Context: an optimization exercise on an open-source flow, tuned for small area and a short achievable clock period. The choices shown serve that exercise and are no tape-out recipe. Only simulation tests tie the RTL to the original design; equivalence was not proved. Power and IR drop assume default switching activity.

==> design.v <==
`timescale 1ns / 1ps
module pe #(
    parameter DATA_WIDTH = 8,   
    parameter ACC_WIDTH = 32    
) (
    input wire                  clk,        
    input wire                  rst,        
    input wire [DATA_WIDTH-1:0] a_in,       
    input wire [DATA_WIDTH-1:0] b_in,       
    output wire [DATA_WIDTH-1:0] a_out,      
    output wire [DATA_WIDTH-1:0] b_out,      
    output wire [ACC_WIDTH-1:0]  p_sum_out   
);
    reg [DATA_WIDTH-1:0] a_reg;        
    reg [DATA_WIDTH-1:0] b_reg;        
    reg [ACC_WIDTH-1:0]  p_sum_reg;    
    always @(posedge clk) begin
        if (rst) begin
            a_reg     <= 0;
            b_reg     <= 0;
            p_sum_reg <= 0;
        end else begin
            a_reg <= a_in;
            b_reg <= b_in;
            p_sum_reg <= p_sum_reg + (a_in * b_in);
        end
    end
    assign a_out = a_reg;        
    assign b_out = b_reg;        
    assign p_sum_out = p_sum_reg;  
endmodule
`timescale 1ns / 1ps
module systolic_array_8x8 #(
    parameter N = 8,                 
    parameter DATA_WIDTH = 8,        
    parameter ACC_WIDTH = 32         
) (
    input wire clk,                   
    input wire rst,                   
    input wire [N*DATA_WIDTH-1:0] a_in_top,     
    input wire [N*DATA_WIDTH-1:0] b_in_left,    
    output wire [N*N*ACC_WIDTH-1:0] c_out_matrix
);
    wire [DATA_WIDTH-1:0] b_wires [N-1:0][N:0];
    wire [DATA_WIDTH-1:0] a_wires [N:0][N-1:0];
    genvar i, j;  
    generate
        for (i = 0; i < N; i = i + 1) begin : input_assign
            assign a_wires[0][i] = a_in_top[i*DATA_WIDTH +: DATA_WIDTH];
            assign b_wires[i][0] = b_in_left[i*DATA_WIDTH +: DATA_WIDTH];
        end
    endgenerate
    generate
        for (i = 0; i < N; i = i + 1) begin : row_gen
            for (j = 0; j < N; j = j + 1) begin : col_gen
                pe #(
                    .DATA_WIDTH(DATA_WIDTH),
                    .ACC_WIDTH(ACC_WIDTH)
                ) u_pe (
                    .clk(clk),
                    .rst(rst),
                    .a_in(a_wires[i][j]),
                    .b_in(b_wires[i][j]),
                    .a_out(a_wires[i+1][j]),
                    .b_out(b_wires[i][j+1]),
                    .p_sum_out(c_out_matrix[ (i*N + j)*ACC_WIDTH +: ACC_WIDTH ])
                );
            end
        end
    endgenerate
endmodule
==> run.sh <==
#!/bin/bash
# synth_recipe.tcl (not shown) runs the flow's synth.tcl, then flattens the netlist and writes it again
# the make line also repeats each setting of config.mk as NAME=value (left out here)
make -C /OpenROAD-flow-scripts/flow DESIGN_CONFIG=/design/flow/config.mk WORK_HOME=/design/flow/orfs CLKGATE_MAP_FILE= SYNTH_SCRIPT=/design/flow/synth_recipe.tcl finish
==> config.mk <==
export PLATFORM = sky130hd
export DESIGN_NAME = systolic_array_8x8
export DESIGN_NICKNAME = systolic_array_8x8
export VERILOG_FILES = /design/flow/design.v
export SDC_FILE = /design/flow/constraint.sdc
export NUM_CORES = 4
export LEC_CHECK = 0
export CAP_MARGIN = 20
export CORE_MARGIN = 2
export CORE_UTILIZATION = 40
export SLEW_MARGIN = 20
==> constraint.sdc <==
create_clock -name core_clock -period 7.0 [get_ports {clk}]
set_input_delay 1.4000 -clock core_clock [delete_from_list [all_inputs] [get_ports {clk}]]
set_output_delay 1.4000 -clock core_clock [all_outputs]
set_load 0.01 [all_outputs]
==> run notes <==
## area by class of cell
class                   count  area [µm²]
well taps                8997       11300
diodes                    107         268
clock buffers             509       10600
flip-flops and latches   2944       58900
multi-input cells       23500      198000
fillers                 64900      355000
clock inverters           181        2820
repair buffers           3145       29200
inverters                3774       14200
## repair_timing
action	CTS	global route
gates resized for setup	1	15
setup endpoints to repair	6	28
pin swaps	0	2
buffers inserted	0	2
hold buffers	0	0
## placed cells by master (no fill, tap or decap), types with 200 or more instances in the layout
master,n
inv_1,3770
nor2b_1,1242
clkbuf_16,379
a21oi_1,1660
and2_1,3595
nand3_1,458
clkdlybuf4s50_1,2165
nor3_1,270
or3_1,231
xor2_1,812
nor2_1,2129
dfxtp_1,2936
nand2_1,1597
nand4_1,200
buf_4,963
a21o_1,842
ha_1,3453
o21ai_0,790
o21bai_1,319
xnor2_1,1393
fa_1,2368
and3_1,336
## through the flow
| stage | hold slack, ns | setup WS [ns] | util, % |
|---|---|---|---|
| after floorplan | 0.492 | 0.216 | - |
| after global placement | 0.459 | -0.594 | 45.8 |
| after detailed placement | 0.473 | -0.639 | 45.8 |
| after CTS | 0.482 | 0.112 | 47.8 |
| after global routing | 0.512 | 0.000535 | 47.8 |
| final | 0.478 | 0.320 | 47.8 |
## worst max-delay path by stage
stage	startpoint	end	slack [ns]	depth (start not counted)
after floorplan	a_in_top[27]	row_gen[0].col_gen[3].u_pe.p_sum_reg[31]$_SDFF_PP0_	0.22	23
after global placement	b_in_left[10]	row_gen[1].col_gen[0].u_pe.p_sum_reg[26]$_SDFF_PP0_	-0.59	26
after detailed placement	b_in_left[10]	row_gen[1].col_gen[0].u_pe.p_sum_reg[22]$_SDFF_PP0_	-0.64	26
after CTS	row_gen[3].col_gen[4].u_pe.a_reg[5]$_SDFF_PP0_	row_gen[4].col_gen[4].u_pe.p_sum_reg[28]$_SDFF_PP0_	0.11	25
after global routing	row_gen[4].col_gen[5].u_pe.a_reg[2]$_SDFF_PP0_	row_gen[5].col_gen[5].u_pe.p_sum_reg[30]$_SDFF_PP0_	0.0005	22
final	row_gen[2].col_gen[1].u_pe.a_reg[5]$_SDFF_PP0_	row_gen[3].col_gen[1].u_pe.p_sum_reg[31]$_SDFF_PP0_	0.32	22
## report_power, final
| part | switching, mW | internal, mW | total, mW |
|---|---|---|---|
| sequential | 0.676 | 17.2 | 17.9 |
| combinational | 3.91 | 3.37 | 7.28 |
| clock | 8.70 | 12.8 | 21.5 |
| total | 13.3 | 33.3 | 46.6 |
## kinds of logic (layout without fill, tap and decap cells)
group           after synthesis  after routing  share of synthesized area, %
flops                      2944           2944                          21.6
mux                          55             55                         0.225
xor+xnor                   2205           2205                          7.07
compound gates             4883           4883                          11.6
buf+inv                    4219           7609                          5.81
fa+ha+maj                  5821           5821                          33.2
other cells                   0            107                             0
simple gates              10500          10500                          20.6
## tightest hold or removal path: cells and delay by family (launching register included)
family	cells	cell delay, ns
AO/OA/AOI/OAI	2	0.11
flip-flops	1	0.32
## per-layer routing
layer  global-route usage [%]  part of all wire [%]
met1                     30.5                    40
met5                        0                 0.027
met4                     13.9                   6.5
met2                     43.4                    47
met3                     4.69                   5.6
==> metrics.csv <==
metric,value,unit
status,"complete, no violations",
ff2ff_setup_slack,0.32,ns
place_area,0.312,mm²
layout-drive-gt1-share,5.43,%
setup_tns,0,ns
drtAntennaViolNets,0,
crit_type,flip-flop to flip-flop,
grt_pass1_vias,223000,
dr.pass1.iters,6,
synth_seq_area_share,21.6,%
placed_cells,42300,
fin_crit_sh,95.4,%
yosys.area.top_type,dfxtp_1,
hold_depth,2,
fin_cells,43100,
viasPerCell,5.13,
die_area,0.689,mm²
skew,0.0626,ns
hold_violations,0,
num_vias,221000,
crit_path_max_fanout,9,
hold_start,row_gen[6].col_gen[2].u_pe.p_sum_reg[31]$_SDFF_PP0_,
worst_slew_pin_slew,1.40,ns
min_path_type,flip-flop to flip-flop,
yosys_register_bits,2944,
slew_headroom,6.64,%
drtIter0Drc,11800,
path_delay_family,adder cells,
yosysMostFrequentCell,inv_1,
slew_violations,0,
htreeDepth,5,
grt_pass1_wl,1370,mm
cp-end-kind,flip-flop,
grt_usage,25.5,%
cpMaxStageDelayCell,fa_1,
synthCells,30700,
antenna_found_initial,66,
finalSetupViolations,0,
yosys_warnings,2,
ys.flop_type,dfxtp_1,
arrival,7.60,ns
ys_top_cells_by_count,"3771 x inv_1, 3595 x and2_1, 3453 x ha_1, 2944 x dfxtp_1, 2368 x fa_1",
cts_max_path_buffers,4,
cpMostUsedCell,fa_1,
synth_edf_count,0,
holdPathEnd,row_gen[6].col_gen[2].u_pe.p_sum_reg[31]$_SDFF_PP0_,
die_w,830,µm
ir_drop,0.224,mV
largest_reg_flops,2048,
rsz0062_at_grt,false,
grt_overflow,0,
cts_tree,built,
final_cell_area,0.326,mm²
period_needed,6.68,ns
p_per_area,143,mW/mm²
fin_nets,39700,
max_stage_delay,0.56,ns
max_freq,150,MHz
r2r-start,row_gen[2].col_gen[1].u_pe.a_reg[5]$_SDFF_PP0_,
drc,0,
routedWlPerCell,20.9,µm
pin_count,2178,
worst-path-buf-inv,4,
clk_latency,1.02,ns
synthTopCellsByArea,"dfxtp_1 22%, fa_1 17%, ha_1 16%, and2_1 8.2%, inv_1 5.2%",
io_buffer_count,2177,
maxCapViolations,0,
wl,901,mm
rr_worst_depth,22,
synth_area,0.273,mm²
coreArea,0.681,mm²
reg2reg_to,row_gen[3].col_gen[1].u_pe.p_sum_reg[31]$_SDFF_PP0_,
path_cells,nand2_1 > fa_1 > fa_1 > inv_1 > fa_1 > inv_1 > fa_1 > inv_1 > ha_1 > a21oi_1 > o21ai_0 > a211oi_1 > a21oi_1 > nor2_1 > xnor2_1 > ha_1 > and3_1 > nand2_1 > o32ai_2 > nor3b_1 > buf_4 > mux2_2,
async_flop_share,0,%
synth_top_cell_area_share,21.6,%
grt_max_degree,178,
synthToLayoutAreaGrowth,19.3,%
die_y,830,µm
clk_pin_slew,0.06,ns
syn_nets,36600,
total_power,46.6,mW
p_leak,160,nW
ys_types,110,
cts_buffers,376,
finalWeightedCongestion,0.954,
root_buffer,clkbuf_16,
start_util,40.1,%
clkSinkCount,2944,
row_count,303,
place_hpwl,743,mm
start_kind,flip-flop,
cp.required,7.92,ns
synth.avg_cell_area,8.91,µm²

[static timing again, ports no longer ideal]
In the flow no input, the clock included, has a driving cell. The finished layout below was timed again as built, in two steps.
Step 1 (the two cells are an assumption about what drives the block):
set clk [get_ports {clk}]
set_driving_cell -lib_cell sky130_fd_sc_hd__clkbuf_16 $clk
set_driving_cell -lib_cell sky130_fd_sc_hd__buf_2 [delete_from_list [all_inputs] $clk]
Step 2, shift: input delay + t, output delay - t, t = (earliest + latest rising clock arrival at the registers) / 2. This alone moves slack from input paths to output paths.
a / b / c = ideal / step 1 / step 2; a / b = the first two.
t (ns): 1.143
setup WS [ns]: 0.320 / 0.320 / -0.717
latest minus earliest clock arrival (ns): 0.091 / 0.091
cell pins on the clock port's net: 1
With both steps, setup timing fails in this run, where it was met with ideal ports. For this run, drivers alone change the setup slack by 0.000 ns; drivers and shift together by -1.037 ns.
